This design comes from an exercise in tuning for small area, a short achievable clock period and few clock cycles on the open sky130 flow, not from production work. RTL that was checked went through simulation tests only; none was proved equivalent to the original.

==> inputs of fjord <==
Design keccak, start of the top module:
module keccak(clk, reset, in, in_ready, is_last, byte_num, buffer_full, out, out_ready);
==> module keccak, before the edit <==
module keccak(clk, reset, in, in_ready, is_last, byte_num, buffer_full, out, out_ready);
    input              clk, reset;
    input      [31:0]  in;
    input              in_ready, is_last;
    input      [1:0]   byte_num;
    output             buffer_full;  
    output     [511:0] out;
    output reg         out_ready;    
    reg       [1599:0] st;      
    reg        [575:0] mb;      
    reg        [17:0]  th;      
    reg        [17:0]  g;       
    reg                pad;     
    reg        [4:0]   rn;      
    reg                bnd;     
    reg        [6:0]   rc;      
    reg                full;    
    reg                blast;   
    reg                inl;     
    reg                bf;      
    reg                fcur;    
    wire               accept = in_ready & ~bf;
    wire       [31:0]  p1, v, sv;
    wire       [17:0]  wsel;
    wire               complete = accept & (th[16] | is_last);
    wire               go      = ~out_ready & (~bnd | full | fcur);
    wire               absorb  = bnd & full;
    wire               stop    = bnd & fcur;
    wire               full_n  = (full & ~absorb) | complete;
    wire               blast_n = (blast & ~absorb) | (accept & is_last);
    wire               inl_n   = inl | (accept & is_last);
    wire       [4:0]   rn_n    = ~go ? rn : bnd ? 5'd0 : rn + 5'd1;
    wire               bnd_n   = (rn_n == 5'd23);
    wire               ab_n    = bnd_n & full_n;
    wire       [17:0]  th_n    = absorb ? 18'b0 : (th | wsel);
    wire       [6:0]   rc_n;
    wire      [1599:0] r_out;
    wire       [575:0] mg;
    genvar w, j;
    assign buffer_full = bf;
    padder1 p0 (in, byte_num, p1);
    assign v  = is_last ? p1 : in;
    assign sv = {v[7:0], v[15:8], v[23:16], v[31:24]};
    generate
      for (w = 0; w < 18; w = w + 1) begin : W
        if (w == 0)
          assign wsel[w] = accept & ~th[w];
        else
          assign wsel[w] = accept & th[w-1] & ~th[w];
        always @ (posedge clk)
          if (wsel[w])
            mb[32*w +: 32] <= sv;
        assign mg[32*w +: 32] = {32{g[w]}};
      end
    endgenerate
    rconst rconst_ (rn_n, rc_n);
    always @ (posedge clk)
      if (reset)
        begin
          th <= 0; g <= 0; pad <= 0; rn <= 5'd23; bnd <= 1; rc <= 0;
          full <= 0; blast <= 0; inl <= 0; bf <= 0; fcur <= 0;
          out_ready <= 0;
        end
      else
        begin
          th <= th_n;
          g <= {18{ab_n}} & th_n;
          pad <= ab_n & blast_n;
          rn <= rn_n;
          bnd <= bnd_n;
          if (go)
            rc <= rc_n;
          full <= full_n;
          blast <= blast_n;
          inl <= inl_n;
          bf <= full_n | inl_n;
          if (absorb)
            fcur <= blast;
          out_ready <= out_ready | (go & stop);
        end
    round round_ (st, mb, mg, pad, rc, reset, r_out);
    always @ (posedge clk)
      if (go | reset)
        st <= r_out;
    generate
      for (j = 0; j < 64; j = j + 1) begin : O
        assign out[511-8*j -: 8] = st[64*(j/8) + 8*(j%8) +: 8];
      end
    endgenerate
endmodule
clock: 6.5 ns
lec_check: 0
cap_margin: 40
core_margin: 2
core_utilization: 70
place_density: 0.85
setup_slack_margin: 3.0
slew_margin: 40
synth_hierarchical: 1
run.sh (not shown) runs the stock make flow with config.mk's settings and CLKGATE_MAP_FILE= SYNTH_SCRIPT=/design/flow/synth_recipe.tcl, a recipe that flattens the netlist after the stock synthesis.
==> umber: changes against fjord <==
--- a/flow/design.v
+++ b/flow/design.v
@@ -164,4 +164,5 @@
     reg        [575:0] mb;      
     reg        [17:0]  th;      
+    reg        [17:0]  ws;      
     reg        [17:0]  g;       
     reg                pad;     
@@ -189,4 +190,6 @@
     wire       [17:0]  th_n    = absorb ? 18'b0 : (th | wsel);
     wire       [6:0]   rc_n;
+    wire               bf_n    = full_n | inl_n;
+    wire       [17:0]  ws_n;
     wire      [1599:0] r_out;
     wire       [575:0] mg;
@@ -198,8 +201,9 @@
     generate
       for (w = 0; w < 18; w = w + 1) begin : W
+        assign wsel[w] = in_ready & ws[w];
         if (w == 0)
-          assign wsel[w] = accept & ~th[w];
+          assign ws_n[w] = ~bf_n & ~th_n[w];
         else
-          assign wsel[w] = accept & th[w-1] & ~th[w];
+          assign ws_n[w] = ~bf_n & th_n[w-1] & ~th_n[w];
         always @ (posedge clk)
           if (wsel[w])
@@ -212,5 +216,5 @@
       if (reset)
         begin
-          th <= 0; g <= 0; pad <= 0; rn <= 5'd23; bnd <= 1; rc <= 0;
+          th <= 0; ws <= 18'b1; g <= 0; pad <= 0; rn <= 5'd23; bnd <= 1; rc <= 0;
           full <= 0; blast <= 0; inl <= 0; bf <= 0; fcur <= 0;
           out_ready <= 0;
@@ -219,4 +223,5 @@
         begin
           th <= th_n;
+          ws <= ws_n;
           g <= {18{ab_n}} & th_n;
           pad <= ab_n & blast_n;
@@ -228,5 +233,5 @@
           blast <= blast_n;
           inl <= inl_n;
-          bf <= full_n | inl_n;
+          bf <= bf_n;
           if (absorb)
             fcur <= blast;
--- a/flow/config.mk
+++ b/flow/config.mk
@@ -8,6 +8,6 @@
 export CAP_MARGIN = 40
 export CORE_MARGIN = 2
-export CORE_UTILIZATION = 70
-export PLACE_DENSITY = 0.85
+export CORE_UTILIZATION = 50
+export PLACE_DENSITY = 0.65
 export SETUP_SLACK_MARGIN = 3.0
 export SLEW_MARGIN = 40
==> yarrow: changes against fjord <==
--- a/flow/design.v
+++ b/flow/design.v
@@ -164,4 +164,5 @@
     reg        [575:0] mb;      
     reg        [17:0]  th;      
+    reg        [17:0]  ws;      
     reg        [17:0]  g;       
     reg                pad;     
@@ -189,4 +190,6 @@
     wire       [17:0]  th_n    = absorb ? 18'b0 : (th | wsel);
     wire       [6:0]   rc_n;
+    wire               bf_n    = full_n | inl_n;
+    wire       [17:0]  ws_n;
     wire      [1599:0] r_out;
     wire       [575:0] mg;
@@ -198,8 +201,9 @@
     generate
       for (w = 0; w < 18; w = w + 1) begin : W
+        assign wsel[w] = in_ready & ws[w];
         if (w == 0)
-          assign wsel[w] = accept & ~th[w];
+          assign ws_n[w] = ~bf_n & ~th_n[w];
         else
-          assign wsel[w] = accept & th[w-1] & ~th[w];
+          assign ws_n[w] = ~bf_n & th_n[w-1] & ~th_n[w];
         always @ (posedge clk)
           if (wsel[w])
@@ -212,5 +216,5 @@
       if (reset)
         begin
-          th <= 0; g <= 0; pad <= 0; rn <= 5'd23; bnd <= 1; rc <= 0;
+          th <= 0; ws <= 18'b1; g <= 0; pad <= 0; rn <= 5'd23; bnd <= 1; rc <= 0;
           full <= 0; blast <= 0; inl <= 0; bf <= 0; fcur <= 0;
           out_ready <= 0;
@@ -219,4 +223,5 @@
         begin
           th <= th_n;
+          ws <= ws_n;
           g <= {18{ab_n}} & th_n;
           pad <= ab_n & blast_n;
@@ -228,5 +233,5 @@
           blast <= blast_n;
           inl <= inl_n;
-          bf <= full_n | inl_n;
+          bf <= bf_n;
           if (absorb)
             fcur <= blast;
--- a/flow/config.mk
+++ b/flow/config.mk
@@ -8,6 +8,6 @@
 export CAP_MARGIN = 40
 export CORE_MARGIN = 2
-export CORE_UTILIZATION = 70
-export PLACE_DENSITY = 0.85
+export CORE_UTILIZATION = 40
+export PLACE_DENSITY = 0.55
 export SETUP_SLACK_MARGIN = 3.0
 export SLEW_MARGIN = 40
==> notes.md <==
Maximum frequency: yarrow is larger than umber (about 1.4%). Against umber, the non-clock buffer count of yarrow is higher by 217. umber ran to the end with no violations. fjord failed in global routing (5_1_grt). yarrow completed without violations. Of yarrow and umber, yarrow has the higher final area (gap about 3%, measured against umber). In yarrow the core utilization is lower than in umber, by 11 points. Between umber and yarrow, the lower cell count is in umber (gap 6.2%, measured against yarrow). In umber the via count is higher than in yarrow, by about 2.6%. In yarrow the clock skew is higher than in umber, by 0.012 ns. Between umber and fjord, the lower synthesized area is in fjord (gap 0.32%, measured against fjord).
==> figures <==
|  | yarrow | fjord | umber |
|---|---|---|---|
| Weighted congestion at the end of routability-driven global placement | 1.15 | 1.43 | 1.23 |
| Crit-path max FO | 5 | - | 5 |
| Synthesized flop and latch total | 2250 | 2232 | 2250 |
| TritonCTS clock tree | yes | - | yes |
| Final count of hold timing violations | 0 | - | 0 |
| Wire length on met1 | 328000 microns | - | 265000 microns |
| Crit path arrival time | 4.44 ns | - | 4.49 ns |
| Slowest CP cell | xor2_2 | - | xor2_1 |
| Fraction of the mapped netlist area in adder cells | 0.000725 | 0.000728 | 0.000725 |
| Final-layout clock buffer total | 363 | - | 335 |
| FF+latch area | 0.0669 sq mm | - | 0.0669 sq mm |
| Launching element of the worst setup path | st[1168] | - | st[1247] |
| CTS Buffer Depth | 4 | 3 | 4 |
| Result of the run | complete, no violations | aborted with a tool error | complete, no violations |
| Failing step | - | global routing (5_1_grt) | - |
| Fraction of area in multi-input gates | 0.466 | - | 0.468 |
| Layout buffer count excluding clock buffers | 1323 | - | 1106 |
| Worst-case hold path end point | th[17] | - | fcur |
| Final setup fails | 0 | - | 0 |
| Maximum Capacitance Violations | 0 | - | 0 |
| Source of the worst register-to-register timing path | st[1168] | - | st[1247] |
Testbench counts of fjord, summed over its fixed seeds: cycles 39,635.
Testbench counts of umber, summed over its fixed seeds: cycles 39,635.
Testbench counts of yarrow, summed over its fixed seeds: cycles 39,635.

==> job 5287 <==
==> flow/design.v <==
module padder1(in, byte_num, out);
    input      [31:0] in;
    input      [1:0]  byte_num;
    output reg [31:0] out;
    always @ (*)
      case (byte_num)
        0: out = 32'h1000000;
        1: out = {in[31:24], 24'h010000};
        2: out = {in[31:16], 16'h0100};
        3: out = {in[31:8],   8'h01};
      endcase
endmodule
module rconst(n, rc);
    input      [4:0] n;
    output reg [6:0] rc;
    always @ (*)
      case (n)
        5'd0:  rc = 7'b0000001;
        5'd1:  rc = 7'b0011010;
        5'd2:  rc = 7'b1011110;
        5'd3:  rc = 7'b1110000;
        5'd4:  rc = 7'b0011111;
        5'd5:  rc = 7'b0100001;
        5'd6:  rc = 7'b1111001;
        5'd7:  rc = 7'b1010101;
        5'd8:  rc = 7'b0001110;
        5'd9:  rc = 7'b0001100;
        5'd10: rc = 7'b0110101;
        5'd11: rc = 7'b0100110;
        5'd12: rc = 7'b0111111;
        5'd13: rc = 7'b1001111;
        5'd14: rc = 7'b1011101;
        5'd15: rc = 7'b1010011;
        5'd16: rc = 7'b1010010;
        5'd17: rc = 7'b1001000;
        5'd18: rc = 7'b0010110;
        5'd19: rc = 7'b1100110;
        5'd20: rc = 7'b1111001;
        5'd21: rc = 7'b1011000;
        5'd22: rc = 7'b0100001;
        5'd23: rc = 7'b1110100;
        default: rc = 7'b0000000;
      endcase
endmodule
module round(in, mb, mg, pad, rc, rst, out);
    input  [1599:0] in;
    input  [575:0]  mb, mg;
    input           pad;
    input  [6:0]    rc;
    input           rst;
    output [1599:0] out;
    wire   [1599:0] a, t, b, nf;
    wire   [319:0]  c, d;
    wire   [575:0]  mn, s;
    assign s = {in[575] ^ pad, in[574:0]};
    knand #(576) an_ (mb, mg, mn);
    kxn   #(576) ax_ (s, mn, a[575:0]);
    assign a[1599:576] = in[1599:576];
    genvar x, y;
    generate
      for (x = 0; x < 5; x = x + 1) begin : TC
        wire [63:0] p01, p23, p234;
        kx2 #(64) x01_  (a[64*x +: 64], a[64*(x+5) +: 64], p01);
        kx2 #(64) x23_  (a[64*(x+10) +: 64], a[64*(x+15) +: 64], p23);
        kx2 #(64) x234_ (p23, a[64*(x+20) +: 64], p234);
        kx2 #(64) xc_   (p01, p234, c[64*x +: 64]);
      end
      for (x = 0; x < 5; x = x + 1) begin : TD
        wire [63:0] cm = c[64*((x+4)%5) +: 64];
        wire [63:0] cp = c[64*((x+1)%5) +: 64];
        kx2 #(64) xd_ (cm, {cp[62:0], cp[63]}, d[64*x +: 64]);
      end
      for (y = 0; y < 5; y = y + 1) begin : TY
        for (x = 0; x < 5; x = x + 1) begin : TX
          kx2 #(64) xt_ (a[64*(5*y+x) +: 64], d[64*x +: 64], t[64*(5*y+x) +: 64]);
        end
      end
    endgenerate
    function integer rot;
      input integer x, y;
      case (5*y+x)
        0: rot = 0;   1: rot = 1;   2: rot = 62;  3: rot = 28;  4: rot = 27;
        5: rot = 36;  6: rot = 44;  7: rot = 6;   8: rot = 55;  9: rot = 20;
        10: rot = 3;  11: rot = 10; 12: rot = 43; 13: rot = 25; 14: rot = 39;
        15: rot = 41; 16: rot = 45; 17: rot = 15; 18: rot = 21; 19: rot = 8;
        20: rot = 18; 21: rot = 2;  22: rot = 61; 23: rot = 56; 24: rot = 14;
        default: rot = 0;
      endcase
    endfunction
    generate
      for (y = 0; y < 5; y = y + 1) begin : PY
        for (x = 0; x < 5; x = x + 1) begin : PX
          localparam integer R = rot(x, y);
          localparam integer D = 5*((2*x+3*y)%5) + y;
          wire [63:0] l = t[64*(5*y+x) +: 64];
          if (R == 0)
            assign b[64*D +: 64] = l;
          else
            assign b[64*D +: 64] = {l[63-R:0], l[63:64-R]};
        end
      end
    endgenerate
    generate
      for (y = 0; y < 5; y = y + 1) begin : CY
        for (x = 0; x < 5; x = x + 1) begin : CX
          wire [63:0] b0 = b[64*(5*y+x) +: 64];
          wire [63:0] b1 = b[64*(5*y+(x+1)%5) +: 64];
          wire [63:0] b2 = b[64*(5*y+(x+2)%5) +: 64];
          wire [63:0] o;
          korn #(64) o_ (b1, b2, o);
          if (x == 0 && y == 0) begin : I
            wire [63:0] k = {rc[6], 31'b0, rc[5], 15'b0, rc[4], 7'b0, rc[3], 3'b0, rc[2], 1'b0, rc[1], rc[0]};
            wire [63:0] bk = b0 ^ k;
            kx2 #(64) x_ (bk, o, nf[64*(5*y+x) +: 64]);
          end else begin : N
            kx2 #(64) x_ (b0, o, nf[64*(5*y+x) +: 64]);
          end
        end
      end
    endgenerate
    knor #(1600) r_ (nf, {1600{rst}}, out);
endmodule
module kx2(a, b, y);
    parameter W = 64;
    input  [W-1:0] a, b;
    output [W-1:0] y;
    assign y = a ^ b;
endmodule
module kxn(a, b, y);
    parameter W = 64;
    input  [W-1:0] a, b;
    output [W-1:0] y;
    assign y = ~(a ^ b);
endmodule
module korn(a, b, y);
    parameter W = 64;
    input  [W-1:0] a, b;
    output [W-1:0] y;
    assign y = a | ~b;
endmodule
module knand(a, b, y);
    parameter W = 64;
    input  [W-1:0] a, b;
    output [W-1:0] y;
    assign y = ~(a & b);
endmodule
module knor(a, b, y);
    parameter W = 64;
    input  [W-1:0] a, b;
    output [W-1:0] y;
    assign y = ~(a | b);
endmodule
module keccak(clk, reset, in, in_ready, is_last, byte_num, buffer_full, out, out_ready);
    input              clk, reset;
    input      [31:0]  in;
    input              in_ready, is_last;
    input      [1:0]   byte_num;
    output             buffer_full;  
    output     [511:0] out;
    output reg         out_ready;
    reg       [1599:0] st;      
    reg        [575:0] mb;      
    reg        [17:0]  th;      
    reg        [17:0]  g;       
    reg                pad;     
    reg                ab;      
    reg                busy;    
    reg        [4:0]   rn;      
    reg        [6:0]   rc;      
    reg                full;    
    reg                blast;   
    reg                inl;     
    reg                bf;      
    reg                fin;     
    wire               accept = in_ready & ~bf;
    wire       [31:0]  p1, v, sv;
    wire       [17:0]  wsel;
    wire               complete = accept & (th[16] | is_last);
    wire               last_rnd = busy & (rn == 5'd23);
    wire               full_n  = (full & ~ab) | complete;
    wire               blast_n = (blast & ~ab) | (accept & is_last);
    wire               inl_n   = inl | (accept & is_last);
    wire               busy_n  = ab | (busy & ~last_rnd);
    wire               ab_n    = full_n & ~busy_n;
    wire       [17:0]  th_n    = ab ? 18'b0 : (th | wsel);
    wire       [4:0]   rn_n    = ab ? 5'd1 : (busy & ~last_rnd) ? rn + 5'd1 : 5'd0;
    wire       [6:0]   rc_n;
    wire               run = ab | busy;
    wire      [1599:0] r_out;
    wire       [575:0] mg;
    genvar w, j;
    assign buffer_full = bf;
    padder1 p0 (in, byte_num, p1);
    assign v  = is_last ? p1 : in;
    assign sv = {v[7:0], v[15:8], v[23:16], v[31:24]};
    generate
      for (w = 0; w < 18; w = w + 1) begin : W
        if (w == 0)
          assign wsel[w] = accept & ~th[w];
        else
          assign wsel[w] = accept & th[w-1] & ~th[w];
        always @ (posedge clk)
          if (wsel[w])
            mb[32*w +: 32] <= sv;
        assign mg[32*w +: 32] = {32{g[w]}};
      end
    endgenerate
    rconst rconst_ (rn_n, rc_n);
    always @ (posedge clk)
      if (reset)
        begin
          th <= 0; g <= 0; pad <= 0; ab <= 0; busy <= 0; rn <= 0;
          rc <= 7'b0000001; full <= 0; blast <= 0; inl <= 0; bf <= 0;
          fin <= 0; out_ready <= 0;
        end
      else
        begin
          th <= th_n;
          g <= {18{ab_n}} & th_n;
          pad <= ab_n & blast_n;
          ab <= ab_n;
          busy <= busy_n;
          rn <= rn_n;
          rc <= rc_n;
          full <= full_n;
          blast <= blast_n;
          inl <= inl_n;
          bf <= full_n | inl_n;
          fin <= fin | pad;
          out_ready <= out_ready | (fin & last_rnd);
        end
    round round_ (st, mb, mg, pad, rc, reset, r_out);
    always @ (posedge clk)
      if (run | reset)
        st <= r_out;
    generate
      for (j = 0; j < 64; j = j + 1) begin : O
        assign out[511-8*j -: 8] = st[64*(j/8) + 8*(j%8) +: 8];
      end
    endgenerate
endmodule
==> flow/run.sh <==
#!/bin/bash
# synth_recipe.tcl (not shown) runs the flow's synth.tcl, then flattens the netlist and writes it again
# the make line also repeats each setting of config.mk as NAME=value (left out here)
make -C /OpenROAD-flow-scripts/flow DESIGN_CONFIG=/design/flow/config.mk WORK_HOME=/design/flow/orfs CLKGATE_MAP_FILE= SYNTH_SCRIPT=/design/flow/synth_recipe.tcl finish
==> flow/config.mk <==
export PLATFORM = sky130hd
export DESIGN_NAME = keccak
export DESIGN_NICKNAME = keccak
export VERILOG_FILES = /design/flow/design.v
export SDC_FILE = /design/flow/constraint.sdc
export NUM_CORES = 4
export LEC_CHECK = 0
export CAP_MARGIN = 40
export CORE_MARGIN = 2
export CORE_UTILIZATION = 30
export PLACE_DENSITY = 0.45
export SETUP_SLACK_MARGIN = 3.0
export SLEW_MARGIN = 40
export SYNTH_HIERARCHICAL = 1
==> flow/constraint.sdc <==
create_clock -name core_clock -period 6.5 [get_ports {clk}]
set_input_delay 1.3000 -clock core_clock [delete_from_list [all_inputs] [get_ports {clk}]]
set_output_delay 1.3000 -clock core_clock [all_outputs]
set_load 0.01 [all_outputs]
==> inputs of job 2144, as changes to job 5287 <==
==> flow/design.v, changed modules only <==
module round(in, mb, mg, pad, rc, rst, out);
    input  [1599:0] in;
    input  [575:0]  mb, mg;
    input           pad;
    input  [6:0]    rc;
    input           rst;
    output [1599:0] out;
    wire   [1599:0] a, t, b, nf;
    wire   [319:0]  c, d;
    wire   [575:0]  mn, mm;
    wire   [63:0]   k;
    assign a = in;
    assign k = {rc[6], 31'b0, rc[5], 15'b0, rc[4], 7'b0, rc[3], 3'b0, rc[2], 1'b0, rc[1], rc[0]};
    knand #(576) an_ (mb, mg, mn);
    assign mm = mn ^ {pad, 511'b0, k};
    genvar x, y;
    generate
      for (x = 0; x < 5; x = x + 1) begin : TC
        wire [63:0] p01, p23, p234;
        kx2 #(64) x01_  (a[64*x +: 64], a[64*(x+5) +: 64], p01);
        kx2 #(64) x23_  (a[64*(x+10) +: 64], a[64*(x+15) +: 64], p23);
        kx2 #(64) x234_ (p23, a[64*(x+20) +: 64], p234);
        kx2 #(64) xc_   (p01, p234, c[64*x +: 64]);
      end
      for (x = 0; x < 5; x = x + 1) begin : TD
        wire [63:0] cm = c[64*((x+4)%5) +: 64];
        wire [63:0] cp = c[64*((x+1)%5) +: 64];
        kx2 #(64) xd_ (cm, {cp[62:0], cp[63]}, d[64*x +: 64]);
      end
      for (y = 0; y < 5; y = y + 1) begin : TY
        for (x = 0; x < 5; x = x + 1) begin : TX
          kx2 #(64) xt_ (a[64*(5*y+x) +: 64], d[64*x +: 64], t[64*(5*y+x) +: 64]);
        end
      end
    endgenerate
    function integer rot;
      input integer x, y;
      case (5*y+x)
        0: rot = 0;   1: rot = 1;   2: rot = 62;  3: rot = 28;  4: rot = 27;
        5: rot = 36;  6: rot = 44;  7: rot = 6;   8: rot = 55;  9: rot = 20;
        10: rot = 3;  11: rot = 10; 12: rot = 43; 13: rot = 25; 14: rot = 39;
        15: rot = 41; 16: rot = 45; 17: rot = 15; 18: rot = 21; 19: rot = 8;
        20: rot = 18; 21: rot = 2;  22: rot = 61; 23: rot = 56; 24: rot = 14;
        default: rot = 0;
      endcase
    endfunction
    generate
      for (y = 0; y < 5; y = y + 1) begin : PY
        for (x = 0; x < 5; x = x + 1) begin : PX
          localparam integer R = rot(x, y);
          localparam integer D = 5*((2*x+3*y)%5) + y;
          wire [63:0] l = t[64*(5*y+x) +: 64];
          if (R == 0)
            assign b[64*D +: 64] = l;
          else
            assign b[64*D +: 64] = {l[63-R:0], l[63:64-R]};
        end
      end
    endgenerate
    generate
      for (y = 0; y < 5; y = y + 1) begin : CY
        for (x = 0; x < 5; x = x + 1) begin : CX
          localparam integer L = 5*y+x;
          wire [63:0] b0 = b[64*L +: 64];
          wire [63:0] b1 = b[64*(5*y+(x+1)%5) +: 64];
          wire [63:0] b2 = b[64*(5*y+(x+2)%5) +: 64];
          wire [63:0] o;
          korn #(64) o_ (b1, b2, o);
          if (L < 9) begin : M
            wire [63:0] bm;
            kxn #(64) m_ (b0, mm[64*L +: 64], bm);
            kx2 #(64) x_ (bm, o, nf[64*L +: 64]);
          end else begin : N
            kx2 #(64) x_ (b0, o, nf[64*L +: 64]);
          end
        end
      end
    endgenerate
    knor #(1600) r_ (nf, {1600{rst}}, out);
endmodule
module keccak(clk, reset, in, in_ready, is_last, byte_num, buffer_full, out, out_ready);
    input              clk, reset;
    input      [31:0]  in;
    input              in_ready, is_last;
    input      [1:0]   byte_num;
    output             buffer_full;  
    output     [511:0] out;
    output reg         out_ready;    
    reg       [1599:0] st;      
    reg        [575:0] mb;      
    reg        [17:0]  th;      
    reg        [17:0]  ws;      
    reg        [17:0]  g;       
    reg                pad;     
    reg        [4:0]   rn;      
    reg                bnd;     
    reg        [6:0]   rc;      
    reg                full;    
    reg                blast;   
    reg                inl;     
    reg                bf;      
    reg                fcur;    
    wire               accept = in_ready & ~bf;
    wire       [31:0]  p1, v, sv;
    wire       [17:0]  wsel;
    wire               complete = accept & (th[16] | is_last);
    wire               go      = ~out_ready & (~bnd | full | fcur);
    wire               absorb  = bnd & full;
    wire               stop    = bnd & fcur;
    wire               full_n  = (full & ~absorb) | complete;
    wire               blast_n = (blast & ~absorb) | (accept & is_last);
    wire               inl_n   = inl | (accept & is_last);
    wire       [4:0]   rn_n    = ~go ? rn : bnd ? 5'd0 : rn + 5'd1;
    wire               bnd_n   = (rn_n == 5'd23);
    wire               ab_n    = bnd_n & full_n;
    wire       [17:0]  th_n    = absorb ? 18'b0 : (th | wsel);
    wire       [6:0]   rc_n;
    wire               bf_n    = full_n | inl_n;
    wire       [17:0]  ws_n;
    wire      [1599:0] r_out;
    wire       [575:0] mg;
    genvar w, j;
    assign buffer_full = bf;
    padder1 p0 (in, byte_num, p1);
    assign v  = is_last ? p1 : in;
    assign sv = {v[7:0], v[15:8], v[23:16], v[31:24]};
    generate
      for (w = 0; w < 18; w = w + 1) begin : W
        assign wsel[w] = in_ready & ws[w];
        if (w == 0)
          assign ws_n[w] = ~bf_n & ~th_n[w];
        else
          assign ws_n[w] = ~bf_n & th_n[w-1] & ~th_n[w];
        always @ (posedge clk)
          if (wsel[w])
            mb[32*w +: 32] <= sv;
        assign mg[32*w +: 32] = {32{g[w]}};
      end
    endgenerate
    rconst rconst_ (rn_n, rc_n);
    always @ (posedge clk)
      if (reset)
        begin
          th <= 0; ws <= 18'b1; g <= 0; pad <= 0; rn <= 5'd23; bnd <= 1; rc <= 0;
          full <= 0; blast <= 0; inl <= 0; bf <= 0; fcur <= 0;
          out_ready <= 0;
        end
      else
        begin
          th <= th_n;
          ws <= ws_n;
          g <= {18{ab_n}} & th_n;
          pad <= ab_n & blast_n;
          rn <= rn_n;
          bnd <= bnd_n;
          if (go)
            rc <= rc_n;
          full <= full_n;
          blast <= blast_n;
          inl <= inl_n;
          bf <= bf_n;
          if (absorb)
            fcur <= blast;
          out_ready <= out_ready | (go & stop);
        end
    round round_ (st, mb, mg, pad, rc, reset, r_out);
    always @ (posedge clk)
      if (go | reset)
        st <= r_out;
    generate
      for (j = 0; j < 64; j = j + 1) begin : O
        assign out[511-8*j -: 8] = st[64*(j/8) + 8*(j%8) +: 8];
      end
    endgenerate
endmodule
CORE_UTILIZATION = 50   (was 30)
CTS_CLUSTER_DIAMETER = 60   (was not set)
CTS_CLUSTER_SIZE = 24   (was not set)
PLACE_DENSITY = 0.65   (was 0.45)
==> impl_metrics.yaml <==
clocking:
  cts_htree_levels: 4
  cts-resized-gates: 412
critical_path:
  crit_chain: "xor2_1, xor2_1, xor2_1, xor2_1, xor2_2, xor2_1, nor2_1"
layout:
  n_clock_buffer: 236
  seq_share_pct: 39.03
run_status:
  outcome: "timing/DRC/antenna clean"
logic_synthesis:
  yosysSeqAreaShare_pct: 48.41
floorplan:
  die-height_um: 529.4
Source of the figures above: job 2144

==> impl_metrics.yaml <==
critical_path:
  cp_data_arrival_time_ps: 4440
timing:
  finalSetupViolCount: 0
layout:
  fill_cells: 42300
  seq_share_pct: 32.24
  n_clock_buffer: 370
run_status:
  outcome: "timing/DRC/antenna clean"
floorplan:
  die-height_um: 681.4
logic_synthesis:
  yosysSeqAreaShare_pct: 48.30
clocking:
  cts-resized-gates: 2071
  cts_htree_levels: 5
Source of the figures above: job 5287

Testbench counts of job 2144, summed over its fixed seeds: cycles 39,635.
Only the layout flow was run in job 5287; the RTL was not checked for function there.

[re-timing with driven ports]
The flow's constraints put no driver on any port. The routed layouts listed below were extracted and timed again, unchanged, in two steps.
Step 1 sets driving cells, clkbuf_16 on the clock port and buf_2 on the other inputs (assumed; they add their load-dependent delay and slew).
Step 2 also shifts input and output timing later by t, the mid clock arrival at the registers, as if the neighbouring blocks saw the same clock.
Three values: no drivers, after step 1, after step 2; two values: the first two.
| run | shift t [ns] | setup slack, ns | hold WS [ns] | worst register clock-pin slew, ns |
|---|---|---|---|---|
| umber | 1.056 | 2.663 / 2.663 / 2.158 | 0.480 / 0.480 / 0.480 | 0.07 / 0.07 |
| yarrow | 1.087 | 2.716 / 2.716 / 1.855 | 0.474 / 0.474 / 0.474 | 0.07 / 0.07 |
| job 5287 | 1.140 | 2.866 / 2.835 / 2.397 | 0.458 / 0.458 / 0.458 | 0.07 / 0.07 |
| job 2144 | 1.083 | 2.673 / 2.673 / 2.119 | 0.492 / 0.492 / 0.492 | 0.09 / 0.09 |
After both steps setup and hold are still met in every run listed. For yarrow, which loses most, drivers alone change the setup slack by 0.000 ns; drivers and shift together by -0.861 ns.
